Source: an optimization exercise on an open RTL-to-GDS flow (aim: small area). Production flows keep margins and buffers that such runs may drop. Only simulation tests tie the RTL to the original design; equivalence was not proved. Power is estimated from default activity; no workload was simulated.

==> flow/design.v (outline; a module is shown in full before it is edited, if it fits) <==
// module IKAOPLL_srlatch: 14 lines
// module IKAOPLL_dlatch: 10 lines
// module IKAOPLL_sr: 26 lines
// module IKAOPLL_timinggen: 107 lines
// module IKAOPLL_reg: 286 lines
// module IKAOPLL_rw_synchronizer: 47 lines
// module IKAOPLL_d9reg: 21 lines
// module IKAOPLL_instrom: 226 lines
// module IKAOPLL_lfo: 72 lines
// module IKAOPLL_pg: 216 lines
// module IKAOPLL_eg: 280 lines
// module IKAOPLL_op: 175 lines
// module IKAOPLL_logsinrom: 101 lines
// module IKAOPLL_exprom: 105 lines
// module IKAOPLL_dac: 74 lines
// module IKAOPLL: 226 lines
// module ikaopll_top: 51 lines
module ikaopll_top (
    input   wire                i_EMUCLK,
    input   wire                i_phiM_PCEN_n,
    input   wire                i_IC_n,
    input   wire                i_ALTPATCH_EN,
    input   wire                i_CS_n,
    input   wire                i_WR_n,
    input   wire                i_A0,
    input   wire        [7:0]   i_D,
    output  wire        [1:0]   o_D,
    output  wire                o_D_OE,
    output  wire                o_DAC_EN_MO,
    output  wire                o_DAC_EN_RO,
    output  wire                o_IMP_NOFLUC_SIGN,
    output  wire        [7:0]   o_IMP_NOFLUC_MAG,
    output  wire signed [9:0]   o_IMP_FLUC_SIGNED_MO,
    output  wire signed [9:0]   o_IMP_FLUC_SIGNED_RO,
    input   wire signed [4:0]   i_ACC_SIGNED_MOVOL,
    input   wire signed [4:0]   i_ACC_SIGNED_ROVOL,
    output  wire                o_ACC_SIGNED_STRB,
    output  wire signed [15:0]  o_ACC_SIGNED
);
  // ...
==> flow/run.sh <==
#!/bin/bash
# synth_recipe.tcl (not shown) runs the flow's synth.tcl, then flattens the netlist and writes it again
# the make line also repeats each setting of config.mk as NAME=value (left out here)
make -C /OpenROAD-flow-scripts/flow DESIGN_CONFIG=/design/flow/config.mk WORK_HOME=/design/flow/orfs CLKGATE_MAP_FILE= SYNTH_SCRIPT=/design/flow/synth_recipe.tcl finish
==> flow/config.mk <==
export PLATFORM = sky130hd
export DESIGN_NAME = ikaopll_top
export DESIGN_NICKNAME = ikaopll_top
export VERILOG_FILES = /design/flow/design.v
export SDC_FILE = /design/flow/constraint.sdc
export NUM_CORES = 4
export LEC_CHECK = 0
export CAP_MARGIN = 20
export CORE_MARGIN = 2
export CORE_UTILIZATION = 45
export SLEW_MARGIN = 20
==> flow/constraint.sdc <==
create_clock -name core_clock -period 10.0 [get_ports {i_EMUCLK}]
set_input_delay 2.0000 -clock core_clock [delete_from_list [all_inputs] [get_ports {i_EMUCLK}]]
set_output_delay 2.0000 -clock core_clock [all_outputs]
set_load 0.01 [all_outputs]
==> results.txt, run 1 <==
P_clk=5.65 mW; FF-to-FF End=u_opll.u_OP.cyc19r_lswave_raw[10]; seq pwr=8.12 mW; status=complete, no violations; Met3 Wirelength=7.95 mm; non-clk buf share=1.73%; Rows=144; comb pwr=8.51 mW; post-synthesis compound-gate area fraction=10.5%; Synth cell types=85; Worst Path Buf+Inv=4; Power Dens Cells=287 mW/mm²; clock root cell=clkbuf_16; Period minus WS final=8.69 ns; synth warn=44; r2r setup slk=1.31 ns; setup TNS=0 ns; multi-input gate share of the layout cell area=31.7%; Yosys top cell area share=58.1%; Max VDD drop=0.238 mV; M1 WL=72.7 mm; Syn Area/Cell=12.6 µm²; TritonCTS Sinks=1481; final setup margin=1.31 ns; max_cap viols=0; Max Slew Vio Count=0
==> module IKAOPLL_reg, before the edit <==
module IKAOPLL_reg #(parameter FULLY_SYNCHRONOUS = 1, parameter ALTPATCH_CONFIG_MODE = 0, parameter INSTROM_STYLE = 0) (
    input   wire            i_EMUCLK,  
    input   wire            i_phiM_PCEN_n,
    input   wire            i_RST_n,
    input   wire            i_phi1_PCEN_n,  
    input   wire            i_phi1_NCEN_n,  
    input   wire            i_CS_n,
    input   wire            i_WR_n,
    input   wire            i_A0,
    input   wire    [7:0]   i_D,
    output  wire    [1:0]   o_D,
    output  wire            o_D_OE,
    input   wire            i_ALTPATCH_EN,
    input   wire            i_CYCLE_00, i_CYCLE_12, i_CYCLE_21, i_CYCLE_D3_ZZ, i_CYCLE_D4_ZZ, i_MnC_SEL,
    output  wire    [3:0]   o_TEST,
    output  wire            o_RHYTHM_EN,
    output  wire    [8:0]   o_FNUM,
    output  wire    [2:0]   o_BLOCK,
    output  reg             o_KON,
    output  wire            o_SUSEN,
    output  reg     [5:0]   o_TL,
    output  reg             o_DC, o_DM,
    output  reg     [2:0]   o_FB,
    output  reg             o_AM, o_PM, o_ETYP, o_KSR,
    output  reg     [3:0]   o_MUL,
    output  reg     [1:0]   o_KSL,
    output  wire    [3:0]   o_AR, o_DR, o_RR,
    output  reg     [3:0]   o_SL,
    output  wire            o_EG_ENVCNTR_TEST_DATA,
    input   wire    [9:0]   i_REG_TEST_PHASE,
    input   wire    [6:0]   i_REG_TEST_ATTNLV,
    input   wire    [8:0]   i_REG_TEST_SNDDATA
);
wire            emuclk = i_EMUCLK;
wire            phiMpcen_n = i_phiM_PCEN_n;
wire            phi1pcen_n = i_phi1_PCEN_n;
wire            phi1ncen_n = i_phi1_NCEN_n;
assign  o_D_OE = |{i_CS_n, ~i_WR_n, i_A0, ~i_RST_n};
wire            addrreg_wrrq, datareg_wrrq;
IKAOPLL_rw_synchronizer #(.FULLY_SYNCHRONOUS(FULLY_SYNCHRONOUS)) u_sync_addrreg(
    .i_EMUCLK(emuclk), .i_phiM_PCEN_n(phiMpcen_n), .i_phi1_PCEN_n(phi1pcen_n), .i_phi1_NCEN_n(phi1ncen_n),
    .i_RST_n(i_RST_n), .i_IN(~|{i_CS_n, i_WR_n, i_A0}), .o_OUT(addrreg_wrrq)
);
IKAOPLL_rw_synchronizer #(.FULLY_SYNCHRONOUS(FULLY_SYNCHRONOUS)) u_sync_datareg(
    .i_EMUCLK(emuclk), .i_phiM_PCEN_n(phiMpcen_n), .i_phi1_PCEN_n(phi1pcen_n), .i_phi1_NCEN_n(phi1ncen_n),
    .i_RST_n(i_RST_n), .i_IN(~|{i_CS_n, i_WR_n, ~i_A0}), .o_OUT(datareg_wrrq)
);
wire    [7:0]   dbus_inlatch;
assign  o_EG_ENVCNTR_TEST_DATA = dbus_inlatch[2];
generate
if(FULLY_SYNCHRONOUS == 0) begin : FULLY_SYNCHRONOUS_0_inlatch
wire    [7:0]   dbus_inlatch_temp;
IKAOPLL_dlatch #(.WIDTH(8)) u_dbus_inlatch_temp (
    .i_EN(~|{i_CS_n, i_WR_n, ~i_RST_n}), .i_D(i_D), .o_Q(dbus_inlatch_temp)
);
assign  dbus_inlatch = dbus_inlatch_temp;
end
else begin : FULLY_SYNCHRONOUS_1_inlatch
reg     [7:0]   din_syncchain[0:1];
reg     [1:0]   cs_n_syncchain, wr_n_syncchain;
reg     [7:0]   dbus_inlatch_temp;
wire            cs_n = cs_n_syncchain[1];
wire            wr_n = wr_n_syncchain[1];
wire    [7:0]   din = din_syncchain[1];
always @(posedge emuclk) begin
    din_syncchain[0] <= i_D;
    din_syncchain[1] <= din_syncchain[0];
    cs_n_syncchain[0] <= i_CS_n;
    cs_n_syncchain[1] <= cs_n_syncchain[0];
    wr_n_syncchain[0] <= i_WR_n;
    wr_n_syncchain[1] <= wr_n_syncchain[0];
    if(~|{cs_n, wr_n}) dbus_inlatch_temp <= din;
end
assign  dbus_inlatch = dbus_inlatch_temp;
end
endgenerate
reg     [7:0]   d1reg_addr;
always @(posedge emuclk) if(!phi1ncen_n) if(addrreg_wrrq) d1reg_addr <= dbus_inlatch;
reg     [1:0]   am_reg, pm_reg, etyp_reg, ksr_reg;
reg     [3:0]   mul_reg[0:1];
reg     [1:0]   ksl_reg[0:1];
reg     [3:0]   ar_reg[0:1];
reg     [3:0]   dr_reg[0:1];
reg     [3:0]   sl_reg[0:1];
reg     [3:0]   rr_reg[0:1];
reg     [5:0]   tl_reg;
reg             dc_reg, dm_reg;
reg     [2:0]   fb_reg;
reg     [3:0]   test_reg;
reg     [5:0]   rhythm_reg;
reg             altpatch_en_reg;
assign  o_TEST = test_reg;
assign  o_RHYTHM_EN = rhythm_reg[5];
always @(posedge emuclk)
begin
    if(!i_RST_n) begin
        am_reg <= 2'b00; pm_reg <= 2'b00; etyp_reg <= 2'b00; ksr_reg <= 2'b00;
        mul_reg[0] <= 4'd0; mul_reg[1] <= 4'd0;
        ksl_reg[0] <= 2'd0; ksl_reg[1] <= 2'd0;
        ar_reg[0] <= 4'd0; ar_reg[1] <= 4'd0;
        dr_reg[0] <= 4'd0; dr_reg[1] <= 4'd0;
        sl_reg[0] <= 4'd0; sl_reg[1] <= 4'd0;
        rr_reg[0] <= 4'd0; rr_reg[1] <= 4'd0;
        tl_reg <= 6'd0;
        dc_reg <= 1'b0; dm_reg <= 1'b0;
        fb_reg <= 1'b0;
        test_reg <= 4'b0000;
        rhythm_reg <= 6'b000000;
    end
    else begin if(!phi1ncen_n) begin
        if(datareg_wrrq) begin
                 if(d1reg_addr == 8'h0) {am_reg[0], pm_reg[0], etyp_reg[0], ksr_reg[0], mul_reg[0]} <= dbus_inlatch;
            else if(d1reg_addr == 8'h1) {am_reg[1], pm_reg[1], etyp_reg[1], ksr_reg[1], mul_reg[1]} <= dbus_inlatch;
            else if(d1reg_addr == 8'h2) {ksl_reg[0], tl_reg} <= dbus_inlatch;
            else if(d1reg_addr == 8'h3) {ksl_reg[1], dc_reg, dm_reg, fb_reg} <= {dbus_inlatch[7:6], dbus_inlatch[4:0]};
            else if(d1reg_addr == 8'h4) {ar_reg[0], dr_reg[0]} <= dbus_inlatch;
            else if(d1reg_addr == 8'h5) {ar_reg[1], dr_reg[1]} <= dbus_inlatch;
            else if(d1reg_addr == 8'h6) {sl_reg[0], rr_reg[0]} <= dbus_inlatch;
            else if(d1reg_addr == 8'h7) {sl_reg[1], rr_reg[1]} <= dbus_inlatch;
            else if(d1reg_addr == 8'hE) rhythm_reg <= dbus_inlatch[5:0];
            else if(d1reg_addr == 8'hF) {altpatch_en_reg, test_reg} <= dbus_inlatch[4:0];
        end
    end end
end
reg     [5:0]   d9reg_addr;
always @(posedge emuclk) if(!phi1ncen_n) if(addrreg_wrrq && dbus_inlatch[7:6] == 2'b00) d9reg_addr <= dbus_inlatch[5:0];
reg             d9reg_en;
always @(posedge emuclk) begin
    if(!i_RST_n) d9reg_en <= 1'b0;
    else begin if(!phi1ncen_n) begin
        if(addrreg_wrrq) d9reg_en <= dbus_inlatch[7:6] == 2'b00;
    end end
end
reg     [7:0]   d9reg_data;
always @(posedge emuclk) begin
    if(!i_RST_n) d9reg_data <= 8'h00;
    else begin if(!phi1ncen_n) begin
        if(d9reg_en && datareg_wrrq) d9reg_data <= dbus_inlatch;
    end end
end
reg     [4:0]   d9reg_addrcntr;
always @(posedge emuclk) if(!phi1ncen_n) begin
    if(i_CYCLE_21) d9reg_addrcntr <= 5'd0;
    else d9reg_addrcntr <= d9reg_addrcntr + 5'd1;
end
reg             d9reg_wrdata_queued_n;  
wire            trace_d9reg_addrcntr = ~|{~i_RST_n, addrreg_wrrq, d9reg_wrdata_queued_n};
always @(posedge emuclk) if(!phi1ncen_n) begin
    d9reg_wrdata_queued_n <= ~(trace_d9reg_addrcntr | (d9reg_en && datareg_wrrq));
end
wire            d9reg_addr_match = ~d9reg_addrcntr[4] & (d9reg_addrcntr[3:0] == d9reg_addr[3:0]) & trace_d9reg_addrcntr;
wire            reg10_18_en = ((d9reg_addr[5:4] == 2'b01) & d9reg_addr_match) | ~i_RST_n;
wire            reg20_28_en = ((d9reg_addr[5:4] == 2'b10) & d9reg_addr_match) | ~i_RST_n;
wire            reg30_38_en = ((d9reg_addr[5:4] == 2'b11) & d9reg_addr_match) | ~i_RST_n;
wire            kon_reg;
wire    [3:0]   vol_reg, inst_reg;
IKAOPLL_d9reg #(8) u_fnum_lsbs (.i_EMUCLK(emuclk), .i_phi1_NCEN_n(phi1ncen_n), 
                                .i_EN(reg10_18_en), .i_TAPSEL({i_CYCLE_D4_ZZ, i_CYCLE_D3_ZZ}), .i_D(i_RST_n ? d9reg_data : 8'd0), .o_Q(o_FNUM[7:0]));
IKAOPLL_d9reg #(1) u_fnum_msb  (.i_EMUCLK(emuclk), .i_phi1_NCEN_n(phi1ncen_n), 
                                .i_EN(reg20_28_en), .i_TAPSEL({i_CYCLE_D4_ZZ, i_CYCLE_D3_ZZ}), .i_D(i_RST_n ? d9reg_data[0]: 1'b0), .o_Q(o_FNUM[8]));
IKAOPLL_d9reg #(3) u_block     (.i_EMUCLK(emuclk), .i_phi1_NCEN_n(phi1ncen_n), 
                                .i_EN(reg20_28_en), .i_TAPSEL({i_CYCLE_D4_ZZ, i_CYCLE_D3_ZZ}), .i_D(i_RST_n ? d9reg_data[3:1] : 3'd0), .o_Q(o_BLOCK));
IKAOPLL_d9reg #(1) u_kon       (.i_EMUCLK(emuclk), .i_phi1_NCEN_n(phi1ncen_n), 
                                .i_EN(reg20_28_en), .i_TAPSEL({i_CYCLE_D4_ZZ, i_CYCLE_D3_ZZ}), .i_D(i_RST_n ? d9reg_data[4] : 1'b0), .o_Q(kon_reg));
IKAOPLL_d9reg #(1) u_susen     (.i_EMUCLK(emuclk), .i_phi1_NCEN_n(phi1ncen_n), 
                                .i_EN(reg20_28_en), .i_TAPSEL({i_CYCLE_D4_ZZ, i_CYCLE_D3_ZZ}), .i_D(i_RST_n ? d9reg_data[5] : 1'b0), .o_Q(o_SUSEN));
IKAOPLL_d9reg #(4) u_vol       (.i_EMUCLK(emuclk), .i_phi1_NCEN_n(phi1ncen_n), 
                                .i_EN(reg30_38_en), .i_TAPSEL({i_CYCLE_D4_ZZ, i_CYCLE_D3_ZZ}), .i_D(i_RST_n ? d9reg_data[3:0] : 4'd0), .o_Q(vol_reg));
IKAOPLL_d9reg #(4) u_inst      (.i_EMUCLK(emuclk), .i_phi1_NCEN_n(phi1ncen_n), 
                                .i_EN(reg30_38_en), .i_TAPSEL({i_CYCLE_D4_ZZ, i_CYCLE_D3_ZZ}), .i_D(i_RST_n ? d9reg_data[7:4] : 4'd0), .o_Q(inst_reg));
reg             cyc13;
always @(posedge i_EMUCLK) if(!phi1ncen_n) cyc13 <= i_CYCLE_12;
wire            perc_proc_d = rhythm_reg[5] & cyc13;
reg     [4:0]   perc_proc;
always @(posedge i_EMUCLK) if(!phi1ncen_n) begin
    perc_proc[0] <= perc_proc_d;
    perc_proc[4:1] <= perc_proc[3:0];
end
wire            am_rom, pm_rom, etyp_rom, ksr_rom;
wire    [3:0]   mul_rom;
wire    [1:0]   ksl_rom;
wire    [3:0]   ar_rom;
wire    [3:0]   dr_rom;
wire    [3:0]   sl_rom;
wire    [3:0]   rr_rom;
wire    [5:0]   tl_rom;
wire            dc_rom, dm_rom;
wire    [2:0]   fb_rom;
IKAOPLL_instrom #(INSTROM_STYLE) u_instrom (
    .i_EMUCLK                   (emuclk                     ),
    .i_phi1_PCEN_n              (phi1pcen_n                 ),
    .i_ALTPATCH_EN              (ALTPATCH_CONFIG_MODE ? altpatch_en_reg : i_ALTPATCH_EN),
    .i_INST_ADDR                (inst_reg                   ),
    .i_BD0_SEL(perc_proc_d), .i_HH_SEL(perc_proc[0]), .i_TT_SEL(perc_proc[1]), .i_BD1_SEL(perc_proc[2]), .i_SD_SEL(perc_proc[3]), .i_TC_SEL(perc_proc[4]), 
    .i_MnC_SEL(i_MnC_SEL),
    .o_TL_ROM(tl_rom), .o_DC_ROM(dc_rom), .o_DM_ROM(dm_rom), .o_FB_ROM(fb_rom),
    .o_AM_ROM(am_rom), .o_PM_ROM(pm_rom), .o_ETYP_ROM(etyp_rom), .o_KSR_ROM(ksr_rom),
    .o_MUL_ROM(mul_rom), .o_KSL_ROM(ksl_rom),
    .o_AR_ROM(ar_rom), .o_DR_ROM(dr_rom), .o_SL_ROM(sl_rom), .o_RR_ROM(rr_rom)
);
always @(*) begin
    o_KON = (rhythm_reg[4] & perc_proc_d) |
            (rhythm_reg[0] & perc_proc[0]) |
            (rhythm_reg[2] & perc_proc[1]) |
            (rhythm_reg[4] & perc_proc[2]) |
            (rhythm_reg[3] & perc_proc[3]) | 
            (rhythm_reg[1] & perc_proc[4]) | 
            kon_reg;
end
wire            cust_inst_sel = ~|{perc_proc_d, perc_proc[0], perc_proc[1], perc_proc[2], perc_proc[3], perc_proc[4]} & inst_reg == 4'h0;
reg             m_nc_sel_z, cust_inst_sel_z;
always @(posedge i_EMUCLK) if(!phi1pcen_n) begin  
    m_nc_sel_z <= i_MnC_SEL;
    cust_inst_sel_z <= cust_inst_sel;
end
wire            reg_mod_oe = cust_inst_sel_z &  m_nc_sel_z;  
wire            reg_car_oe = cust_inst_sel_z & ~m_nc_sel_z;  
wire            fdbk_reg_oe = cust_inst_sel_z;  
wire            vol_latch_oe = ~m_nc_sel_z;  
reg             inst_latch_oe;
always @(posedge i_EMUCLK) if(!phi1pcen_n) inst_latch_oe <= perc_proc[0] | perc_proc[1];
wire            rom_general_oe = ~cust_inst_sel_z;
wire            tl_rom_oe = ~|{inst_latch_oe, reg_mod_oe, vol_latch_oe};
reg     [3:0]   vol_reg_latch, inst_reg_latch;
always @(posedge i_EMUCLK) if(!phi1pcen_n) vol_reg_latch <= vol_reg;
always @(posedge i_EMUCLK) if(!phi1pcen_n) inst_reg_latch <= inst_reg;
reg             kon_z;
always @(posedge i_EMUCLK) if(!phi1pcen_n) begin
    kon_z <= o_KON;
end
wire            force_egparam_zero = ~inst_latch_oe & m_nc_sel_z & ~kon_z;
reg     [3:0]   ar_muxed, dr_muxed, rr_muxed;
assign  o_AR = force_egparam_zero ? 4'd0 : ar_muxed;
assign  o_DR = force_egparam_zero ? 4'd0 : dr_muxed;
assign  o_RR = force_egparam_zero ? 4'd0 : rr_muxed;
always @(*) begin
    case({tl_rom_oe, reg_mod_oe, vol_latch_oe, inst_latch_oe})
        4'b1000: o_TL = tl_rom;
        4'b0100: o_TL = tl_reg;
        4'b0010: o_TL = {vol_reg_latch, 2'b00};
        4'b0001: o_TL = {inst_reg_latch, 2'b00};
        default: o_TL = {6{1'b0}};
    endcase
    case({rom_general_oe, fdbk_reg_oe})
        2'b10:   begin o_DC = dc_rom; o_DM = dm_rom; o_FB = fb_rom; end
        2'b01:   begin o_DC = dc_reg; o_DM = dm_reg; o_FB = fb_reg; end
        default: begin o_DC = 1'b0; o_DM = 1'b0; o_FB = {3{1'b0}}; end
    endcase
    case({rom_general_oe, reg_mod_oe, reg_car_oe})
        3'b100: begin
            o_AM = am_rom; o_PM = pm_rom; o_ETYP = etyp_rom; o_KSR = ksr_rom;
            o_MUL = mul_rom;
            o_KSL = ksl_rom;
            ar_muxed = ar_rom; dr_muxed = dr_rom; rr_muxed = rr_rom; o_SL = sl_rom; 
        end
        3'b010: begin
            o_AM = am_reg[0]; o_PM = pm_reg[0]; o_ETYP = etyp_reg[0]; o_KSR = ksr_reg[0];
            o_MUL = mul_reg[0];
            o_KSL = ksl_reg[0];
            ar_muxed = ar_reg[0]; dr_muxed = dr_reg[0]; rr_muxed = rr_reg[0]; o_SL = sl_reg[0]; 
        end
        3'b001: begin
            o_AM = am_reg[1]; o_PM = pm_reg[1]; o_ETYP = etyp_reg[1]; o_KSR = ksr_reg[1];
            o_MUL = mul_reg[1];
            o_KSL = ksl_reg[1];
            ar_muxed = ar_reg[1]; dr_muxed = dr_reg[1]; rr_muxed = rr_reg[1]; o_SL = sl_reg[1]; 
        end
        default: begin
            o_AM = 1'b0; o_PM = 1'b0; o_ETYP = 1'b0; o_KSR = 1'b0;
            o_MUL = {4{1'b0}};
            o_KSL = {2{1'b0}};
            ar_muxed = {4{1'b0}}; dr_muxed = {4{1'b0}}; rr_muxed = {4{1'b0}}; o_SL = {4{1'b0}}; 
        end
    endcase
end
reg     [16:0]  d0_testreg;
reg     [8:0]   d1_testreg;
assign  o_D[0] = d0_testreg[0];
assign  o_D[1] = d1_testreg[8];
always @(posedge emuclk) if(!phi1ncen_n) begin
    if(i_CYCLE_00) d0_testreg <= {i_REG_TEST_ATTNLV, i_REG_TEST_PHASE};
    else d0_testreg <= d0_testreg >> 1;
    if(i_CYCLE_00) d1_testreg <= i_REG_TEST_SNDDATA;
    else d1_testreg <= d1_testreg << 1;
end
endmodule
==> module IKAOPLL_instrom, before the edit <==
module IKAOPLL_instrom #(parameter INSTROM_STYLE = 0) (
    input   wire            i_EMUCLK,
    input   wire            i_phi1_PCEN_n,  
    input   wire            i_ALTPATCH_EN,
    input   wire    [3:0]   i_INST_ADDR,
    input   wire            i_BD0_SEL, i_HH_SEL, i_TT_SEL, i_BD1_SEL, i_SD_SEL, i_TC_SEL,
    input   wire            i_MnC_SEL,  
    output  wire    [5:0]   o_TL_ROM,
    output  wire            o_DC_ROM, o_DM_ROM,
    output  wire    [2:0]   o_FB_ROM,
    output  wire            o_AM_ROM, o_PM_ROM, o_ETYP_ROM, o_KSR_ROM,
    output  wire    [3:0]   o_MUL_ROM,
    output  wire    [1:0]   o_KSL_ROM,
    output  wire    [3:0]   o_AR_ROM, o_DR_ROM, o_SL_ROM, o_RR_ROM
);
wire            percussion_sel = |{i_BD0_SEL, i_HH_SEL, i_TT_SEL, i_BD1_SEL, i_SD_SEL, i_TC_SEL};
reg     [5:0]   mem_addr;
always @(*) begin
    if(percussion_sel) begin
        case({i_BD0_SEL, i_HH_SEL, i_TT_SEL, i_BD1_SEL, i_SD_SEL, i_TC_SEL})
            6'b100000: mem_addr = {i_ALTPATCH_EN, 1'b1, 4'h0};
            6'b010000: mem_addr = {i_ALTPATCH_EN, 1'b1, 4'h1};
            6'b001000: mem_addr = {i_ALTPATCH_EN, 1'b1, 4'h2};
            6'b000100: mem_addr = {i_ALTPATCH_EN, 1'b1, 4'h3};
            6'b000010: mem_addr = {i_ALTPATCH_EN, 1'b1, 4'h4};
            6'b000001: mem_addr = {i_ALTPATCH_EN, 1'b1, 4'h5};
            default:   mem_addr = {i_ALTPATCH_EN, 1'b1, 4'hF};
        endcase
    end
    else begin
        mem_addr = {i_ALTPATCH_EN, 1'b0, i_INST_ADDR};
    end
end
reg     [62:0]  mem_q;
generate
if(INSTROM_STYLE == 0) begin
reg     [5:0]   mem_addr_z;
always @(posedge i_EMUCLK) if(!i_phi1_PCEN_n) mem_addr_z <= mem_addr;
always @(*) begin
    case(mem_addr_z)
        6'h00: mem_q = 63'b000000_0_0_000_00_00_00_00_00000000_0000_00000000_00000000_00000000_00000000;
        6'h01: mem_q = 63'b011110_1_0_111_00_11_11_10_00010001_0000_11010111_00001000_00000001_00000111;
        6'h02: mem_q = 63'b011010_0_1_101_00_01_00_10_00110001_0000_11011111_10000111_00100001_00110011;
        6'h03: mem_q = 63'b011001_0_0_000_00_00_00_10_00110001_1000_11111100_00100100_00010010_00010011;
        6'h04: mem_q = 63'b001110_0_0_111_00_01_11_10_00010001_0000_10100110_10000100_01110010_00000111;
        6'h05: mem_q = 63'b011110_0_0_110_00_00_11_10_00100001_0000_11100111_00000110_00000010_00001000;
        6'h06: mem_q = 63'b010110_0_0_101_00_00_11_10_00010010_0000_11100111_00000001_00000001_00001000;
        6'h07: mem_q = 63'b011101_0_0_111_00_01_11_00_00010001_0000_10001000_00100001_00010000_00000111;
        6'h08: mem_q = 63'b101101_1_0_100_00_00_11_00_00110001_0000_10100111_00100010_00000000_00000111;
        6'h09: mem_q = 63'b011011_0_0_110_00_11_11_00_00010001_0000_01100110_01000101_00010001_00000111;
        6'h0A: mem_q = 63'b001011_1_1_000_00_11_01_00_00010001_0000_10001111_01010111_01110000_00010111;
        6'h0B: mem_q = 63'b000011_1_0_001_00_00_00_10_00110001_1000_11111110_10100100_00010000_00000100;
        6'h0C: mem_q = 63'b100100_0_0_111_01_01_00_10_01110001_0000_11111111_10001000_00100001_00100010;
        6'h0D: mem_q = 63'b001100_0_0_101_00_11_10_01_00010000_0000_11001111_00100101_00100100_00000010;
        6'h0E: mem_q = 63'b010101_0_0_011_00_00_00_00_00010001_0100_11001001_10010101_00000000_00110010;
        6'h0F: mem_q = 63'b001001_0_0_011_00_11_10_00_00010001_1000_11111110_00010100_01000001_00000011;
        6'h10: mem_q = 63'b011000_0_1_111_00_00_00_00_00010000_0000_11010000_11110000_01100000_10100000;  
        6'h11: mem_q = 63'b000000_0_0_000_00_00_00_00_00010000_0000_11000000_10000000_10100000_01110000;  
        6'h12: mem_q = 63'b000000_0_0_000_00_00_00_00_01010000_0000_11110000_10000000_01010000_10010000;  
        6'h13: mem_q = 63'b000000_0_0_000_00_00_00_00_00000001_0000_00001111_00001000_00000110_00001101;  
        6'h14: mem_q = 63'b000000_0_0_000_00_00_00_00_00000001_0000_00001101_00001000_00000100_00001000;  
        6'h15: mem_q = 63'b000000_0_0_000_00_00_00_00_00000001_0000_00001010_00001010_00000101_00000101;  
        6'h16: mem_q = 63'b000000_0_0_000_00_00_00_00_00000000_0000_00000000_00000000_00000000_00000000;
        6'h17: mem_q = 63'b000000_0_0_000_00_00_00_00_00000000_0000_00000000_00000000_00000000_00000000;
        6'h18: mem_q = 63'b000000_0_0_000_00_00_00_00_00000000_0000_00000000_00000000_00000000_00000000;
        6'h19: mem_q = 63'b000000_0_0_000_00_00_00_00_00000000_0000_00000000_00000000_00000000_00000000;
        6'h1A: mem_q = 63'b000000_0_0_000_00_00_00_00_00000000_0000_00000000_00000000_00000000_00000000;
        6'h1B: mem_q = 63'b000000_0_0_000_00_00_00_00_00000000_0000_00000000_00000000_00000000_00000000;
        6'h1C: mem_q = 63'b000000_0_0_000_00_00_00_00_00000000_0000_00000000_00000000_00000000_00000000;
        6'h1D: mem_q = 63'b000000_0_0_000_00_00_00_00_00000000_0000_00000000_00000000_00000000_00000000;
        6'h1E: mem_q = 63'b000000_0_0_000_00_00_00_00_00000000_0000_00000000_00000000_00000000_00000000;
        6'h1F: mem_q = 63'b000000_0_0_000_00_00_00_00_00000000_0000_00000000_00000000_00000000_00000000;
        6'h20: mem_q = 63'b000000_0_0_000_00_00_00_00_00000000_0000_00000000_00000000_00000000_00000000;
        6'h21: mem_q = 63'b000101_0_0_110_00_00_01_00_00110001_0000_11101000_10000001_01000010_00100111;
        6'h22: mem_q = 63'b010100_0_1_101_00_01_00_10_00110001_0000_11011111_10000110_00100001_00110010;
        6'h23: mem_q = 63'b001000_0_1_000_00_00_00_11_00010001_0000_11111011_10100010_00100001_00000010;
        6'h24: mem_q = 63'b001100_0_0_111_00_01_11_10_00010001_0000_10100110_10000100_01100010_00010111;
        6'h25: mem_q = 63'b011110_0_0_110_00_00_11_10_00100001_0000_11100111_00010110_00000010_00011000;
        6'h26: mem_q = 63'b000110_0_0_000_00_00_00_00_00100001_0000_10101110_00110010_11111111_01000100;
        6'h27: mem_q = 63'b011101_0_0_111_00_01_11_00_00010001_0000_10001000_00100001_00010000_00010111;
        6'h28: mem_q = 63'b100010_1_0_111_00_00_11_00_00110001_0000_10100111_00100010_00000001_00010111;
        6'h29: mem_q = 63'b100101_0_0_000_00_00_10_11_01010001_0000_01000111_00000011_01110000_00100001;
        6'h2A: mem_q = 63'b001111_0_1_111_10_00_10_10_01010001_0000_10101010_10000101_01010000_00010010;
        6'h2B: mem_q = 63'b100100_0_0_111_01_01_00_10_01110001_0000_11111111_10001000_00100001_00100010;
        6'h2C: mem_q = 63'b010001_0_0_110_00_10_11_10_00010011_0000_01100111_01010100_00010001_10000110;
        6'h2D: mem_q = 63'b010011_0_0_101_00_00_00_00_00010010_1100_11001001_10010101_00000000_00110010;
        6'h2E: mem_q = 63'b001100_0_0_000_00_11_11_00_00010011_0000_10011100_01000000_00111111_00110110;
        6'h2F: mem_q = 63'b001101_0_0_000_00_01_11_01_00010010_0000_11001101_00010101_01010000_01100110;
        6'h30: mem_q = 63'b011000_0_1_111_00_00_00_00_00010000_0000_11010000_11110000_01100000_10100000;  
        6'h31: mem_q = 63'b000000_0_0_000_00_00_00_00_00010000_0000_11000000_10000000_10100000_01110000;  
        6'h32: mem_q = 63'b000000_0_0_000_00_00_00_00_01010000_0000_11110000_10000000_01010000_10010000;  
        6'h33: mem_q = 63'b000000_0_0_000_00_00_00_00_00000001_0000_00001111_00001000_00000110_00001101;  
        6'h34: mem_q = 63'b000000_0_0_000_00_00_00_00_00000001_0000_00001101_00001000_00000100_00001000;  
        6'h35: mem_q = 63'b000000_0_0_000_00_00_00_00_00000001_0000_00001010_00001010_00000101_00000101;  
        6'h36: mem_q = 63'b000000_0_0_000_00_00_00_00_00000000_0000_00000000_00000000_00000000_00000000;
        6'h37: mem_q = 63'b000000_0_0_000_00_00_00_00_00000000_0000_00000000_00000000_00000000_00000000;
        6'h38: mem_q = 63'b000000_0_0_000_00_00_00_00_00000000_0000_00000000_00000000_00000000_00000000;
        6'h39: mem_q = 63'b000000_0_0_000_00_00_00_00_00000000_0000_00000000_00000000_00000000_00000000;
        6'h3A: mem_q = 63'b000000_0_0_000_00_00_00_00_00000000_0000_00000000_00000000_00000000_00000000;
        6'h3B: mem_q = 63'b000000_0_0_000_00_00_00_00_00000000_0000_00000000_00000000_00000000_00000000;
        6'h3C: mem_q = 63'b000000_0_0_000_00_00_00_00_00000000_0000_00000000_00000000_00000000_00000000;
        6'h3D: mem_q = 63'b000000_0_0_000_00_00_00_00_00000000_0000_00000000_00000000_00000000_00000000;
        6'h3E: mem_q = 63'b000000_0_0_000_00_00_00_00_00000000_0000_00000000_00000000_00000000_00000000;
        6'h3F: mem_q = 63'b000000_0_0_000_00_00_00_00_00000000_0000_00000000_00000000_00000000_00000000;
    endcase
end
end
else if(INSTROM_STYLE == 1) begin
reg     [62:0]  inst_q;
reg     [62:0]  perc_q;
reg             ipsel;  
always @(posedge i_EMUCLK) if(!i_phi1_PCEN_n) ipsel <= mem_addr[4];  
always @(*) mem_q = ipsel ? perc_q : inst_q;
always @(posedge i_EMUCLK) if(!i_phi1_PCEN_n) begin
    case({mem_addr[5], mem_addr[3:0]})
        5'h00: inst_q <= 63'b000000_0_0_000_00_00_00_00_00000000_0000_00000000_00000000_00000000_00000000;
        5'h01: inst_q <= 63'b011110_1_0_111_00_11_11_10_00010001_0000_11010111_00001000_00000001_00000111;
        5'h02: inst_q <= 63'b011010_0_1_101_00_01_00_10_00110001_0000_11011111_10000111_00100001_00110011;
        5'h03: inst_q <= 63'b011001_0_0_000_00_00_00_10_00110001_1000_11111100_00100100_00010010_00010011;
        5'h04: inst_q <= 63'b001110_0_0_111_00_01_11_10_00010001_0000_10100110_10000100_01110010_00000111;
        5'h05: inst_q <= 63'b011110_0_0_110_00_00_11_10_00100001_0000_11100111_00000110_00000010_00001000;
        5'h06: inst_q <= 63'b010110_0_0_101_00_00_11_10_00010010_0000_11100111_00000001_00000001_00001000;
        5'h07: inst_q <= 63'b011101_0_0_111_00_01_11_00_00010001_0000_10001000_00100001_00010000_00000111;
        5'h08: inst_q <= 63'b101101_1_0_100_00_00_11_00_00110001_0000_10100111_00100010_00000000_00000111;
        5'h09: inst_q <= 63'b011011_0_0_110_00_11_11_00_00010001_0000_01100110_01000101_00010001_00000111;
        5'h0A: inst_q <= 63'b001011_1_1_000_00_11_01_00_00010001_0000_10001111_01010111_01110000_00010111;
        5'h0B: inst_q <= 63'b000011_1_0_001_00_00_00_10_00110001_1000_11111110_10100100_00010000_00000100;
        5'h0C: inst_q <= 63'b100100_0_0_111_01_01_00_10_01110001_0000_11111111_10001000_00100001_00100010;
        5'h0D: inst_q <= 63'b001100_0_0_101_00_11_10_01_00010000_0000_11001111_00100101_00100100_00000010;
        5'h0E: inst_q <= 63'b010101_0_0_011_00_00_00_00_00010001_0100_11001001_10010101_00000000_00110010;
        5'h0F: inst_q <= 63'b001001_0_0_011_00_11_10_00_00010001_1000_11111110_00010100_01000001_00000011;
        5'h10: inst_q <= 63'b000000_0_0_000_00_00_00_00_00000000_0000_00000000_00000000_00000000_00000000;
        5'h11: inst_q <= 63'b000101_0_0_110_00_00_01_00_00110001_0000_11101000_10000001_01000010_00100111;
        5'h12: inst_q <= 63'b010100_0_1_101_00_01_00_10_00110001_0000_11011111_10000110_00100001_00110010;
        5'h13: inst_q <= 63'b001000_0_1_000_00_00_00_11_00010001_0000_11111011_10100010_00100001_00000010;
        5'h14: inst_q <= 63'b001100_0_0_111_00_01_11_10_00010001_0000_10100110_10000100_01100010_00010111;
        5'h15: inst_q <= 63'b011110_0_0_110_00_00_11_10_00100001_0000_11100111_00010110_00000010_00011000;
        5'h16: inst_q <= 63'b000110_0_0_000_00_00_00_00_00100001_0000_10101110_00110010_11111111_01000100;
        5'h17: inst_q <= 63'b011101_0_0_111_00_01_11_00_00010001_0000_10001000_00100001_00010000_00010111;
        5'h18: inst_q <= 63'b100010_1_0_111_00_00_11_00_00110001_0000_10100111_00100010_00000001_00010111;
        5'h19: inst_q <= 63'b100101_0_0_000_00_00_10_11_01010001_0000_01000111_00000011_01110000_00100001;
        5'h1A: inst_q <= 63'b001111_0_1_111_10_00_10_10_01010001_0000_10101010_10000101_01010000_00010010;
        5'h1B: inst_q <= 63'b100100_0_0_111_01_01_00_10_01110001_0000_11111111_10001000_00100001_00100010;
        5'h1C: inst_q <= 63'b010001_0_0_110_00_10_11_10_00010011_0000_01100111_01010100_00010001_10000110;
        5'h1D: inst_q <= 63'b010011_0_0_101_00_00_00_00_00010010_1100_11001001_10010101_00000000_00110010;
        5'h1E: inst_q <= 63'b001100_0_0_000_00_11_11_00_00010011_0000_10011100_01000000_00111111_00110110;
        5'h1F: inst_q <= 63'b001101_0_0_000_00_01_11_01_00010010_0000_11001101_00010101_01010000_01100110;
    endcase
    case(mem_addr[2:0])
        3'h0:  perc_q <= 63'b011000_0_1_111_00_00_00_00_00010000_0000_11010000_11110000_01100000_10100000;  
        3'h1:  perc_q <= 63'b000000_0_0_000_00_00_00_00_00010000_0000_11000000_10000000_10100000_01110000;  
        3'h2:  perc_q <= 63'b000000_0_0_000_00_00_00_00_01010000_0000_11110000_10000000_01010000_10010000;  
        3'h3:  perc_q <= 63'b000000_0_0_000_00_00_00_00_00000001_0000_00001111_00001000_00000110_00001101;  
        3'h4:  perc_q <= 63'b000000_0_0_000_00_00_00_00_00000001_0000_00001101_00001000_00000100_00001000;  
        3'h5:  perc_q <= 63'b000000_0_0_000_00_00_00_00_00000001_0000_00001010_00001010_00000101_00000101;  
        default: perc_q <= 63'b000000_0_0_000_00_00_00_00_00000000_0000_00000000_00000000_00000000_00000000;  
    endcase
end
end
else if(INSTROM_STYLE == 2) begin
always @(posedge i_EMUCLK) if(!i_phi1_PCEN_n) begin
    case(mem_addr)
        6'h01: mem_q <= 63'b011110_1_0_111_00_11_11_10_00010001_0000_11010111_00001000_00000001_00000111;
        6'h02: mem_q <= 63'b011010_0_1_101_00_01_00_10_00110001_0000_11011111_10000111_00100001_00110011;
        6'h03: mem_q <= 63'b011001_0_0_000_00_00_00_10_00110001_1000_11111100_00100100_00010010_00010011;
        6'h04: mem_q <= 63'b001110_0_0_111_00_01_11_10_00010001_0000_10100110_10000100_01110010_00000111;
        6'h05: mem_q <= 63'b011110_0_0_110_00_00_11_10_00100001_0000_11100111_00000110_00000010_00001000;
        6'h06: mem_q <= 63'b010110_0_0_101_00_00_11_10_00010010_0000_11100111_00000001_00000001_00001000;
        6'h07: mem_q <= 63'b011101_0_0_111_00_01_11_00_00010001_0000_10001000_00100001_00010000_00000111;
        6'h08: mem_q <= 63'b101101_1_0_100_00_00_11_00_00110001_0000_10100111_00100010_00000000_00000111;
        6'h09: mem_q <= 63'b011011_0_0_110_00_11_11_00_00010001_0000_01100110_01000101_00010001_00000111;
        6'h0A: mem_q <= 63'b001011_1_1_000_00_11_01_00_00010001_0000_10001111_01010111_01110000_00010111;
        6'h0B: mem_q <= 63'b000011_1_0_001_00_00_00_10_00110001_1000_11111110_10100100_00010000_00000100;
        6'h0C: mem_q <= 63'b100100_0_0_111_01_01_00_10_01110001_0000_11111111_10001000_00100001_00100010;
        6'h0D: mem_q <= 63'b001100_0_0_101_00_11_10_01_00010000_0000_11001111_00100101_00100100_00000010;
        6'h0E: mem_q <= 63'b010101_0_0_011_00_00_00_00_00010001_0100_11001001_10010101_00000000_00110010;
        6'h0F: mem_q <= 63'b001001_0_0_011_00_11_10_00_00010001_1000_11111110_00010100_01000001_00000011;
        6'h10: mem_q <= 63'b011000_0_1_111_00_00_00_00_00010000_0000_11010000_11110000_01100000_10100000;  
        6'h11: mem_q <= 63'b000000_0_0_000_00_00_00_00_00010000_0000_11000000_10000000_10100000_01110000;  
        6'h12: mem_q <= 63'b000000_0_0_000_00_00_00_00_01010000_0000_11110000_10000000_01010000_10010000;  
        6'h13: mem_q <= 63'b000000_0_0_000_00_00_00_00_00000001_0000_00001111_00001000_00000110_00001101;  
        6'h14: mem_q <= 63'b000000_0_0_000_00_00_00_00_00000001_0000_00001101_00001000_00000100_00001000;  
        6'h15: mem_q <= 63'b000000_0_0_000_00_00_00_00_00000001_0000_00001010_00001010_00000101_00000101;  
        6'h21: mem_q <= 63'b000101_0_0_110_00_00_01_00_00110001_0000_11101000_10000001_01000010_00100111;
        6'h22: mem_q <= 63'b010100_0_1_101_00_01_00_10_00110001_0000_11011111_10000110_00100001_00110010;
        6'h23: mem_q <= 63'b001000_0_1_000_00_00_00_11_00010001_0000_11111011_10100010_00100001_00000010;
        6'h24: mem_q <= 63'b001100_0_0_111_00_01_11_10_00010001_0000_10100110_10000100_01100010_00010111;
        6'h25: mem_q <= 63'b011110_0_0_110_00_00_11_10_00100001_0000_11100111_00010110_00000010_00011000;
        6'h26: mem_q <= 63'b000110_0_0_000_00_00_00_00_00100001_0000_10101110_00110010_11111111_01000100;
        6'h27: mem_q <= 63'b011101_0_0_111_00_01_11_00_00010001_0000_10001000_00100001_00010000_00010111;
        6'h28: mem_q <= 63'b100010_1_0_111_00_00_11_00_00110001_0000_10100111_00100010_00000001_00010111;
        6'h29: mem_q <= 63'b100101_0_0_000_00_00_10_11_01010001_0000_01000111_00000011_01110000_00100001;
        6'h2A: mem_q <= 63'b001111_0_1_111_10_00_10_10_01010001_0000_10101010_10000101_01010000_00010010;
        6'h2B: mem_q <= 63'b100100_0_0_111_01_01_00_10_01110001_0000_11111111_10001000_00100001_00100010;
        6'h2C: mem_q <= 63'b010001_0_0_110_00_10_11_10_00010011_0000_01100111_01010100_00010001_10000110;
        6'h2D: mem_q <= 63'b010011_0_0_101_00_00_00_00_00010010_1100_11001001_10010101_00000000_00110010;
        6'h2E: mem_q <= 63'b001100_0_0_000_00_11_11_00_00010011_0000_10011100_01000000_00111111_00110110;
        6'h2F: mem_q <= 63'b001101_0_0_000_00_01_11_01_00010010_0000_11001101_00010101_01010000_01100110;
        6'h30: mem_q <= 63'b011000_0_1_111_00_00_00_00_00010000_0000_11010000_11110000_01100000_10100000;  
        6'h31: mem_q <= 63'b000000_0_0_000_00_00_00_00_00010000_0000_11000000_10000000_10100000_01110000;  
        6'h32: mem_q <= 63'b000000_0_0_000_00_00_00_00_01010000_0000_11110000_10000000_01010000_10010000;  
        6'h33: mem_q <= 63'b000000_0_0_000_00_00_00_00_00000001_0000_00001111_00001000_00000110_00001101;  
        6'h34: mem_q <= 63'b000000_0_0_000_00_00_00_00_00000001_0000_00001101_00001000_00000100_00001000;  
        6'h35: mem_q <= 63'b000000_0_0_000_00_00_00_00_00000001_0000_00001010_00001010_00000101_00000101;  
        default: mem_q <= 63'b000000_0_0_000_00_00_00_00_00000000_0000_00000000_00000000_00000000_00000000;   
    endcase
end
end
endgenerate
reg             m_nc_sel_z;
always @(posedge i_EMUCLK) if(!i_phi1_PCEN_n) m_nc_sel_z <= i_MnC_SEL;  
assign  o_RR_ROM   = m_nc_sel_z ? mem_q[7:4] : mem_q[3:0];
assign  o_SL_ROM   = m_nc_sel_z ? mem_q[15:12] : mem_q[11:8];
assign  o_DR_ROM   = m_nc_sel_z ? mem_q[23:20] : mem_q[19:16];
assign  o_AR_ROM   = m_nc_sel_z ? mem_q[31:28] : mem_q[27:24];
assign  o_KSL_ROM  = m_nc_sel_z ? mem_q[35:34] : mem_q[33:32];
assign  o_MUL_ROM  = m_nc_sel_z ? mem_q[43:40] : mem_q[39:36];
assign  o_KSR_ROM  = m_nc_sel_z ? mem_q[45] : mem_q[44];
assign  o_ETYP_ROM = m_nc_sel_z ? mem_q[47] : mem_q[46];
assign  o_PM_ROM   = m_nc_sel_z ? mem_q[49] : mem_q[48];
assign  o_AM_ROM   = m_nc_sel_z ? mem_q[51] : mem_q[50];
assign  o_FB_ROM   = mem_q[54:52];
assign  o_DM_ROM   = mem_q[55];
assign  o_DC_ROM   = mem_q[56];
assign  o_TL_ROM   = mem_q[62:57];
endmodule
==> module IKAOPLL_exprom, before the edit <==
module IKAOPLL_exprom (
    input   wire            i_EMUCLK,  
    input   wire            i_CEN_n,  
    input   wire    [4:0]   i_ADDR,
    output  wire    [47:0]  o_DATA
);
reg     [4:0]   addr_z;
always @(posedge i_EMUCLK) if(!i_CEN_n) addr_z <= i_ADDR;
wire    [31:0]  col0 = 32'b11001100001111111111111100001100;
assign  o_DATA[0] = col0[addr_z];
wire    [31:0]  col1 = 32'b01111001100100101010001010100100;
assign  o_DATA[1] = col1[addr_z];
wire    [31:0]  col2 = 32'b10010101011010011001110000000000;
assign  o_DATA[2] = col2[addr_z];
wire    [31:0]  col3 = 32'b10101101100110000000000011100100;
assign  o_DATA[3] = col3[addr_z];
wire    [31:0]  col4 = 32'b11111101111111111111111101111101;
assign  o_DATA[4] = col4[addr_z];
wire    [31:0]  col5 = 32'b01000000000010001111011111001101;
assign  o_DATA[5] = col5[addr_z];
wire    [31:0]  col6 = 32'b00111111110001010001001000000000;
assign  o_DATA[6] = col6[addr_z];
wire    [31:0]  col7 = 32'b11100111111110111111111111111101;
assign  o_DATA[7] = col7[addr_z];
wire    [31:0]  col8 = 32'b10100101011010101010101001010110;
assign  o_DATA[8] = col8[addr_z];
wire    [31:0]  col9 = 32'b00000111100011100110011001101101;
assign  o_DATA[9] = col9[addr_z];
wire    [31:0]  col10 = 32'b00100110011100011110000000000000;
assign  o_DATA[10] = col10[addr_z];
wire    [31:0]  col11 = 32'b01100100101101010101010101001001;
assign  o_DATA[11] = col11[addr_z];
wire    [31:0]  col12 = 32'b11111101111111111111111111111111;
assign  o_DATA[12] = col12[addr_z];
wire    [31:0]  col13 = 32'b01000000000010001111011111001101;
assign  o_DATA[13] = col13[addr_z];
wire    [31:0]  col14 = 32'b00011000000001000000000000000000;
assign  o_DATA[14] = col14[addr_z];
wire    [31:0]  col15 = 32'b01100011000110011001100100110010;
assign  o_DATA[15] = col15[addr_z];
wire    [31:0]  col16 = 32'b00000000011111100001111000011100;
assign  o_DATA[16] = col16[addr_z];
wire    [31:0]  col17 = 32'b00111000011111100000000000000000;
assign  o_DATA[17] = col17[addr_z];
wire    [31:0]  col18 = 32'b10110110110110011001100110001110;
assign  o_DATA[18] = col18[addr_z];
wire    [31:0]  col19 = 32'b00000010000000000000000000000000;
assign  o_DATA[19] = col19[addr_z];
wire    [31:0]  col20 = 32'b10111111111101110000100000110010;
assign  o_DATA[20] = col20[addr_z];
wire    [31:0]  col21 = 32'b11111111111111111111111111111111;
assign  o_DATA[21] = col21[addr_z];
wire    [31:0]  col22 = 32'b11111111111111111111111111111111;
assign  o_DATA[22] = col22[addr_z];
wire    [31:0]  col23 = 32'b10110101101011010010110110100100;
assign  o_DATA[23] = col23[addr_z];
wire    [31:0]  col24 = 32'b01010101010101001010101101010110;
assign  o_DATA[24] = col24[addr_z];
wire    [31:0]  col25 = 32'b01101010110101010101010101010101;
assign  o_DATA[25] = col25[addr_z];
wire    [31:0]  col26 = 32'b01101101101101001011010010100101;
assign  o_DATA[26] = col26[addr_z];
wire    [31:0]  col27 = 32'b11000110001100011100111000111000;
assign  o_DATA[27] = col27[addr_z];
wire    [31:0]  col28 = 32'b01100110011001110011001110011000;
assign  o_DATA[28] = col28[addr_z];
wire    [31:0]  col29 = 32'b10110011011001100110011001100110;
assign  o_DATA[29] = col29[addr_z];
wire    [31:0]  col30 = 32'b10110110110110010010011011001001;
assign  o_DATA[30] = col30[addr_z];
wire    [31:0]  col31 = 32'b11111000001111100000111111000000;
assign  o_DATA[31] = col31[addr_z];
wire    [31:0]  col32 = 32'b10000111100001111100001111100000;
assign  o_DATA[32] = col32[addr_z];
wire    [31:0]  col33 = 32'b11000011100001111000011110000111;
assign  o_DATA[33] = col33[addr_z];
wire    [31:0]  col34 = 32'b11000111000111100011100011110001;
assign  o_DATA[34] = col34[addr_z];
wire    [31:0]  col35 = 32'b00000000001111111111000000000000;
assign  o_DATA[35] = col35[addr_z];
wire    [31:0]  col36 = 32'b00000111111110000000001111111111;
assign  o_DATA[36] = col36[addr_z];
wire    [31:0]  col37 = 32'b00000011111110000000011111111000;
assign  o_DATA[37] = col37[addr_z];
wire    [31:0]  col38 = 32'b11111000000111111100000011111110;
assign  o_DATA[38] = col38[addr_z];
wire    [31:0]  col39 = 32'b11111111110000000000000000000000;
assign  o_DATA[39] = col39[addr_z];
wire    [31:0]  col40 = 32'b11111000000000000000001111111111;
assign  o_DATA[40] = col40[addr_z];
wire    [31:0]  col41 = 32'b11111100000000000000011111111111;
assign  o_DATA[41] = col41[addr_z];
wire    [31:0]  col42 = 32'b11111111111000000000000011111111;
assign  o_DATA[42] = col42[addr_z];
wire    [31:0]  col43 = 32'b11111111111111111111110000000000;
assign  o_DATA[43] = col43[addr_z];
wire    [31:0]  col44 = 32'b00000000000000000000011111111111;
assign  o_DATA[44] = col44[addr_z];
wire    [31:0]  col45 = 32'b11111111111111111111111100000000;
assign  o_DATA[45] = col45[addr_z];
wire    [31:0]  col46 = 32'b11111111111111111111100000000000;
assign  o_DATA[46] = col46[addr_z];
wire    [31:0]  col47 = 32'b11111111111111111111111111111111;
assign  o_DATA[47] = col47[addr_z];
endmodule
==> module IKAOPLL_dac, before the edit <==
module IKAOPLL_dac (
    input   wire            i_EMUCLK,  
    input   wire            i_RST_n,
    input   wire            i_phi1_NCEN_n,  
    input   wire            i_DAC_EN, i_CYCLE_00, i_MO_CTRL, i_RO_CTRL, i_INHIBIT_FDBK,
    input   wire            i_RHYTHM_EN,
    output  wire    [8:0]   o_REG_TEST_SNDDATA,
    input   wire    [8:0]   i_DAC_OPDATA,
    output  wire                o_DAC_EN_MO,
    output  wire                o_DAC_EN_RO,
    output  wire                o_IMP_NOFLUC_SIGN,
    output  wire        [7:0]   o_IMP_NOFLUC_MAG,
    output  wire signed [9:0]   o_IMP_FLUC_SIGNED_MO,    
    output  wire signed [9:0]   o_IMP_FLUC_SIGNED_RO,
    input   wire signed [4:0]   i_ACC_SIGNED_MOVOL,
    input   wire signed [4:0]   i_ACC_SIGNED_ROVOL,
    output  reg                 o_ACC_SIGNED_STRB,
    output  reg  signed [15:0]  o_ACC_SIGNED
);
wire            emuclk = i_EMUCLK;
wire            phi1ncen_n = i_phi1_NCEN_n;
wire            perc_sr_shift_n = ~(~i_RHYTHM_EN | i_RO_CTRL) & i_RST_n;
wire    [8:0]   perc_sr_q;
wire    [8:0]   perc_sr_d = i_INHIBIT_FDBK ? ((i_RHYTHM_EN & i_RST_n) ? perc_sr_q : 9'd0) : i_DAC_OPDATA;
IKAOPLL_sr #(.WIDTH(9), .LENGTH(5)) u_percussion_sr
(.i_EMUCLK(emuclk), .i_CEN_n(phi1ncen_n | perc_sr_shift_n), .i_D(perc_sr_d), .o_Q_LAST(perc_sr_q),
 .o_Q_TAP0(), .o_Q_TAP1(), .o_Q_TAP2());
reg     [8:0]   snddata_signmag;
assign  o_REG_TEST_SNDDATA = snddata_signmag;
always @(posedge emuclk) if(!phi1ncen_n) begin
    snddata_signmag[8] <= perc_sr_d[8];
    snddata_signmag[7:0] <= perc_sr_d[8] ? ~perc_sr_d[7:0] : perc_sr_d[7:0];
end
reg             mo_ctrl_z, ro_ctrl_z;
wire            fm_dac_en = mo_ctrl_z & i_DAC_EN;
wire            perc_dac_en = ro_ctrl_z & i_DAC_EN;
assign  o_DAC_EN_MO = fm_dac_en;
assign  o_DAC_EN_RO = perc_dac_en;
always @(posedge emuclk) if(!phi1ncen_n) begin
    mo_ctrl_z <= i_MO_CTRL;
    ro_ctrl_z <= i_RO_CTRL;
end
assign  o_IMP_NOFLUC_SIGN = snddata_signmag[8];
assign  o_IMP_NOFLUC_MAG = snddata_signmag[7:0];
wire signed [9:0]   dac_out = snddata_signmag[8] ? {2'b11, ~snddata_signmag[7:0]}: {2'b00, snddata_signmag[7:0]} + 10'b1;
wire signed [9:0]   dac_zlv = snddata_signmag[8] ? 10'h3FF : 10'h1;  
assign  o_IMP_FLUC_SIGNED_MO = fm_dac_en   ? dac_out : dac_zlv;
assign  o_IMP_FLUC_SIGNED_RO = perc_dac_en ? dac_out : dac_zlv;
reg         [2:0]   cyc0_dly;
reg                 dac_acc_en;
reg signed  [16:0]  dac_acc;
always @(posedge emuclk) if(!phi1ncen_n) begin
    cyc0_dly[0] <= i_CYCLE_00;
    cyc0_dly[2:1] <= cyc0_dly[1:0];
    dac_acc_en <= ~i_INHIBIT_FDBK;
    if(cyc0_dly[2]) begin
        dac_acc <= 17'sd0;
             if(dac_acc >  17'sd32767) o_ACC_SIGNED <= 16'sd32767;
        else if(dac_acc < -17'sd32768) o_ACC_SIGNED <= -16'sd32768;
        else o_ACC_SIGNED <= dac_acc[15:0];
    end
    else begin if(dac_acc_en) begin
        if(ro_ctrl_z) dac_acc <= dac_acc + ($signed(snddata_signmag[8] ? {1'b1, ~snddata_signmag[7:0]} : {1'b0, snddata_signmag[7:0]}) * i_ACC_SIGNED_ROVOL);
        else          dac_acc <= dac_acc + ($signed(snddata_signmag[8] ? {1'b1, ~snddata_signmag[7:0]} : {1'b0, snddata_signmag[7:0]}) * i_ACC_SIGNED_MOVOL);
    end end
end
reg     [4:0]   dac_acc_outcyc;
always @(posedge emuclk) if(!phi1ncen_n) begin
    if(cyc0_dly[2]) dac_acc_outcyc <= 5'd0;
    else dac_acc_outcyc <= dac_acc_outcyc + 5'd1;
    if(dac_acc_outcyc == 5'd1) o_ACC_SIGNED_STRB <= 1'b1;
    else if(dac_acc_outcyc == 5'd10) o_ACC_SIGNED_STRB <= 1'b0;
end
endmodule
==> run 2, diff against run 1 <==
--- a/flow/design.v
+++ b/flow/design.v
@@ -365,26 +365,18 @@
             kon_reg;
 end
 wire            cust_inst_sel = ~|{perc_proc_d, perc_proc[0], perc_proc[1], perc_proc[2], perc_proc[3], perc_proc[4]} & inst_reg == 4'h0;
-reg             m_nc_sel_z, cust_inst_sel_z;
-always @(posedge i_EMUCLK) if(!phi1pcen_n) begin  
-    m_nc_sel_z <= i_MnC_SEL;
-    cust_inst_sel_z <= cust_inst_sel;
-end
+wire            m_nc_sel_z = i_MnC_SEL;
+wire            cust_inst_sel_z = cust_inst_sel;
 wire            reg_mod_oe = cust_inst_sel_z &  m_nc_sel_z;  
 wire            reg_car_oe = cust_inst_sel_z & ~m_nc_sel_z;  
 wire            fdbk_reg_oe = cust_inst_sel_z;  
 wire            vol_latch_oe = ~m_nc_sel_z;  
-reg             inst_latch_oe;
-always @(posedge i_EMUCLK) if(!phi1pcen_n) inst_latch_oe <= perc_proc[0] | perc_proc[1];
+wire            inst_latch_oe = perc_proc[0] | perc_proc[1];
 wire            rom_general_oe = ~cust_inst_sel_z;
 wire            tl_rom_oe = ~|{inst_latch_oe, reg_mod_oe, vol_latch_oe};
-reg     [3:0]   vol_reg_latch, inst_reg_latch;
-always @(posedge i_EMUCLK) if(!phi1pcen_n) vol_reg_latch <= vol_reg;
-always @(posedge i_EMUCLK) if(!phi1pcen_n) inst_reg_latch <= inst_reg;
-reg             kon_z;
-always @(posedge i_EMUCLK) if(!phi1pcen_n) begin
-    kon_z <= o_KON;
-end
+wire    [3:0]   vol_reg_latch = vol_reg;
+wire    [3:0]   inst_reg_latch = inst_reg;
+wire            kon_z = o_KON;
 wire            force_egparam_zero = ~inst_latch_oe & m_nc_sel_z & ~kon_z;
 reg     [3:0]   ar_muxed, dr_muxed, rr_muxed;
 assign  o_AR = force_egparam_zero ? 4'd0 : ar_muxed;
@@ -524,29 +516,30 @@
     output  wire    [1:0]   o_KSL_ROM,
     output  wire    [3:0]   o_AR_ROM, o_DR_ROM, o_SL_ROM, o_RR_ROM
 );
+reg             altpatch_en_z;
+always @(posedge i_EMUCLK) if(!i_phi1_PCEN_n) altpatch_en_z <= i_ALTPATCH_EN;
 wire            percussion_sel = |{i_BD0_SEL, i_HH_SEL, i_TT_SEL, i_BD1_SEL, i_SD_SEL, i_TC_SEL};
 reg     [5:0]   mem_addr;
 always @(*) begin
     if(percussion_sel) begin
         case({i_BD0_SEL, i_HH_SEL, i_TT_SEL, i_BD1_SEL, i_SD_SEL, i_TC_SEL})
-            6'b100000: mem_addr = {i_ALTPATCH_EN, 1'b1, 4'h0};
-            6'b010000: mem_addr = {i_ALTPATCH_EN, 1'b1, 4'h1};
-            6'b001000: mem_addr = {i_ALTPATCH_EN, 1'b1, 4'h2};
-            6'b000100: mem_addr = {i_ALTPATCH_EN, 1'b1, 4'h3};
-            6'b000010: mem_addr = {i_ALTPATCH_EN, 1'b1, 4'h4};
-            6'b000001: mem_addr = {i_ALTPATCH_EN, 1'b1, 4'h5};
-            default:   mem_addr = {i_ALTPATCH_EN, 1'b1, 4'hF};
+            6'b100000: mem_addr = {altpatch_en_z, 1'b1, 4'h0};
+            6'b010000: mem_addr = {altpatch_en_z, 1'b1, 4'h1};
+            6'b001000: mem_addr = {altpatch_en_z, 1'b1, 4'h2};
+            6'b000100: mem_addr = {altpatch_en_z, 1'b1, 4'h3};
+            6'b000010: mem_addr = {altpatch_en_z, 1'b1, 4'h4};
+            6'b000001: mem_addr = {altpatch_en_z, 1'b1, 4'h5};
+            default:   mem_addr = {altpatch_en_z, 1'b1, 4'hF};
         endcase
     end
     else begin
-        mem_addr = {i_ALTPATCH_EN, 1'b0, i_INST_ADDR};
+        mem_addr = {altpatch_en_z, 1'b0, i_INST_ADDR};
     end
 end
 reg     [62:0]  mem_q;
 generate
 if(INSTROM_STYLE == 0) begin
-reg     [5:0]   mem_addr_z;
-always @(posedge i_EMUCLK) if(!i_phi1_PCEN_n) mem_addr_z <= mem_addr;
+wire    [5:0]   mem_addr_z = mem_addr;
 always @(*) begin
     case(mem_addr_z)
         6'h00: mem_q = 63'b000000_0_0_000_00_00_00_00_00000000_0000_00000000_00000000_00000000_00000000;
@@ -718,8 +711,7 @@
 end
 end
 endgenerate
-reg             m_nc_sel_z;
-always @(posedge i_EMUCLK) if(!i_phi1_PCEN_n) m_nc_sel_z <= i_MnC_SEL;  
+wire            m_nc_sel_z = i_MnC_SEL;
 assign  o_RR_ROM   = m_nc_sel_z ? mem_q[7:4] : mem_q[3:0];
 assign  o_SL_ROM   = m_nc_sel_z ? mem_q[15:12] : mem_q[11:8];
 assign  o_DR_ROM   = m_nc_sel_z ? mem_q[23:20] : mem_q[19:16];
@@ -1585,8 +1577,7 @@
     input   wire    [4:0]   i_ADDR,
     output  wire    [47:0]  o_DATA
 );
-reg     [4:0]   addr_z;
-always @(posedge i_EMUCLK) if(!i_CEN_n) addr_z <= i_ADDR;
+wire    [4:0]   addr_z = i_ADDR;
 wire    [31:0]  col0 = 32'b11001100001111111111111100001100;
 assign  o_DATA[0] = col0[addr_z];
 wire    [31:0]  col1 = 32'b01111001100100101010001010100100;
@@ -1746,8 +1737,7 @@
         else o_ACC_SIGNED <= dac_acc[15:0];
     end
     else begin if(dac_acc_en) begin
-        if(ro_ctrl_z) dac_acc <= dac_acc + ($signed(snddata_signmag[8] ? {1'b1, ~snddata_signmag[7:0]} : {1'b0, snddata_signmag[7:0]}) * i_ACC_SIGNED_ROVOL);
-        else          dac_acc <= dac_acc + ($signed(snddata_signmag[8] ? {1'b1, ~snddata_signmag[7:0]} : {1'b0, snddata_signmag[7:0]}) * i_ACC_SIGNED_MOVOL);
+        dac_acc <= dac_acc + ($signed(snddata_signmag[8] ? {1'b1, ~snddata_signmag[7:0]} : {1'b0, snddata_signmag[7:0]}) * (ro_ctrl_z ? i_ACC_SIGNED_ROVOL : i_ACC_SIGNED_MOVOL));
     end end
 end
 reg     [4:0]   dac_acc_outcyc;
--- a/flow/config.mk
+++ b/flow/config.mk
@@ -8,4 +8,6 @@
 export CAP_MARGIN = 20
 export CORE_MARGIN = 2
 export CORE_UTILIZATION = 45
+export CTS_CLUSTER_DIAMETER = 100
+export CTS_CLUSTER_SIZE = 20
 export SLEW_MARGIN = 20
==> run 2 against run 1 <==
Compared with the run above:
- critical endpoint unchanged
- non-clock buffer count is 12 higher
- via count is 3.7% lower
- largest power group is now registers
- clock-buffer cell count is 80 lower
- fmax is 0.13% lower
- sequential share of layout area is 3.1 points higher
- cell count is 5.6% lower
- sequential power is 2% lower
==> results.txt, run 2 <==
sequential area share after synthesis=63.4% (was 61.9%); Fillers=12.9k (was 13.3k); FMAX=0.115 GHz (about the same); IO Pins=76 (unchanged); Hold Crit Class=reg2reg (unchanged); Synth area leaders=edfxtp_1, ha_1, dfxtp_1 (was edfxtp_1, ha_1, fa_1); most frequent cells in the layout=edfxtp_1, nand2_1, nor2_1 (unchanged); Die Span Y=390 µm (was 398 µm); TritonCTS Sinks=1459 (was 1481); Power, Total=19.2 mW (was 22.3 mW); ys flop type=edfxtp_1 (unchanged); Synth top cells by count=edfxtp_1, nand2_1, nor2_1 (unchanged); number of global-route vias before repair=39.9k (was 41.5k); Setup violations, final=0 (unchanged); DRC=0 (unchanged); post-CTS resize count=0 (unchanged); Clk Latency, worst-skew pair=0.71 ns (was 0.79 ns); Arrival @ worst endpoint=9.18 ns (was 9.30 ns); worst-path fanout max=20 (was 33); Slew @ Worst Pin=1.11 ns (was 1.15 ns); nets=5646 (was 5953); max_cap viols=0 (unchanged); clock root cell=clkbuf_16 (unchanged); final setup margin=1.30 ns (was 1.31 ns); Core Area=0.148 mm² (was 0.154 mm²); cts hold-fix bufs=0 (unchanged); Largest register FFs=285 (unchanged); Max Slew Vio Count=0 (unchanged); Die Wd=390 µm (was 398 µm); Rows=141 (was 144); Setup Fix Bufs, Post-CTS=0 (unchanged); vias post-DR=41.3k (was 42.9k); largest net degree at the start of global routing=193 (was 199); Power Dens Cells=266 mW/mm² (was 287 mW/mm²); Req. time, crit path=10.48 ns (was 10.60 ns); synth warn=43 (was 44); RSZ-0062 raised after global routing=no (unchanged); Crit Path Category=reg2reg (unchanged); Leak=26.3 nW (was 28.7 nW); Period minus WS final=8.70 ns (was 8.69 ns); post-route ant nets=0 (unchanged); most frequent CP cell=a21oi_1 (unchanged); status=complete, no violations (unchanged); vias per cell=5.67 (was 5.55); area leader, netlist=edfxtp_1 (unchanged); Final Core Density=48.9% (was 50.4%); most flop-heavy register=u_opll.u_PG.u_cyc4r_cyc18r_phase_sr.sr (unchanged); Worst-path clk slew=0.09 ns (was 0.06 ns); Post-synth EDFFs=1326 (was 1348); Syn Area/Cell=12.5 µm² (was 12.6 µm²); GRT Residual Overflow=0 (unchanged); Synth cell types=93 (was 85); Hold Fails Final Rpt=0 (unchanged); Max VDD drop=0.276 mV (was 0.238 mV); GP Congestion=0.962 (was 0.914); critical path's largest stage delay=0.80 ns (was 1.00 ns); Worst Setup Start Kind=flip-flop (unchanged); wire per inst=21.6 µm (was 20.0 µm); GRT Overall Usage=20.5% (was 19.4%); Worst Setup End Kind=flip-flop (unchanged); Cells after Synth=5345 (was 5544); syn nets=5681 (was 5951); Yosys top cell area share=59.5% (was 58.1%); die area=0.152 mm² (was 0.158 mm²); multi-input logic area=0.0227 mm² (was 0.0246 mm²); count of input and output buffers=75 (unchanged); share of cells above drive strength 1=5.10% (was 6.85%); setup TNS=0 ns (unchanged); Tcrit/Tclk final=87.0% (was 86.9%); DRT Pass-1 Iters=8 (was 6); Area Growth Syn to Fin=7.99% (was 11.3%)
run 2: cell types whose count changed after synthesis, moves of 15 or more:
cell / before / now
o21ai_0: 251 / 225
and2_1: 148 / 86
ha_1: 237 / 215
o21ai_1: 6 / 24
nor2_1: 452 / 497
fa_1: 145 / 96
clkbuf_1: 238 / 220
edfxtp_1: 1348 / 1326
xnor2_1: 124 / 109
nand2b_1: 61 / 39
nor3_1: 74 / 97
inv_1: 237 / 202
nand2_1: 545 / 520
run 2: cell families after synthesis:
kind of cell | count (synthesis) | share of synthesized area [%]
and+or+nand+nor | 1537 | 10.3
DFF | 1459 | 63.4
AOI/OAI and AO/OA | 1141 | 10.7
buffers and inverters | 495 | 2.82
adders and majority gates | 323 | 7.07
muxes | 200 | 3.16
xor gates and xnor gates | 190 | 2.48
run 2: final timing paths:
kind	from	to	slack (ns)	depth (start not counted)
hold reg to reg	flip-flop	flip-flop	0.32	0
setup / recovery	u_opll.u_OP.cyc18r_fb[2]	u_opll.u_OP.cyc19r_lswave_raw[10]	1.30	35
hold / removal	flip-flop	flip-flop	0.32	0
setup reg to reg	u_opll.u_OP.cyc18r_fb[2]	u_opll.u_OP.cyc19r_lswave_raw[10]	1.30	35
run 2: stage by stage:
step / std cells / area [µm²] / hold WS (ns)
2_1_floorplan: 5345 / 67000 / 0.310
3_3_place_gp: 7150 / 69800 / 0.310
3_5_place_dp: 7151 / 69800 / 0.312
4_1_cts: 7285 / 72300 / 0.319
5_1_grt: 7288 / 72300 / 0.319
6_report: 7290 / 72300 / 0.318
run 2: layer usage:
layer / global-route usage, % / wire [µm] / share of wire, % / vias up
met5: 0 / 20 / 0.013 / -
met4: 6.75 / 4740 / 3.0 / 2
met3: 3.20 / 9260 / 5.9 / 256
met2: 31.7 / 70700 / 45 / 1252
met1: 29.6 / 72700 / 46 / 20300
li1: - / - / - / 19500
run 2: layout make-up:
cell class              instances  share of cell area [%]
repair buffers                156                    1.96
inverters                     216                    1.13
flip-flops and latches       1459                    58.7
clock inverters                17                   0.325
clock buffers                 117                    3.14
multi-input cells            3391                    31.4
well taps                    1930                    3.34
diodes                          4                  0.0138
run 2: power breakdown:
group	internal, mW	switching [mW]
logic	2.85	4.83
registers	7.57	0.370
clock network	1.64	1.96
total	12.1	7.15
run 2: worst max-delay path: cells and delay by family, from the launching register on:
family,cells,cell delay (ns)
DFF,1,0.80
adders and majority gates,4,1.06
xor gates and xnor gates,2,0.97
AOI/OAI and AO/OA,17,2.90
buffers and inverters,3,0.96
and+or+nand+nor,9,1.74

-- what the ideal ports hide --
The flow's constraints put no driver on any port. The routed layouts listed below were extracted and timed again, unchanged, in two steps. Step 1 assumes that a clkbuf_16 drives the clock port and a buf_2 every other input. Step 2 also shifts input and output timing later by t, the mid clock arrival at the registers, as if the neighbouring blocks saw the same clock. a / b / c = ideal / step 1 / step 2; a / b = the first two.
run	t (ns)	setup WS [ns]	worst register clock-pin slew, ns
run 1	0.856	1.308 / 1.308 / 1.308	0.07 / 0.07
run 2	0.770	1.297 / 1.297 / 1.297	0.09 / 0.09
After both steps setup and hold are still met in every run listed.
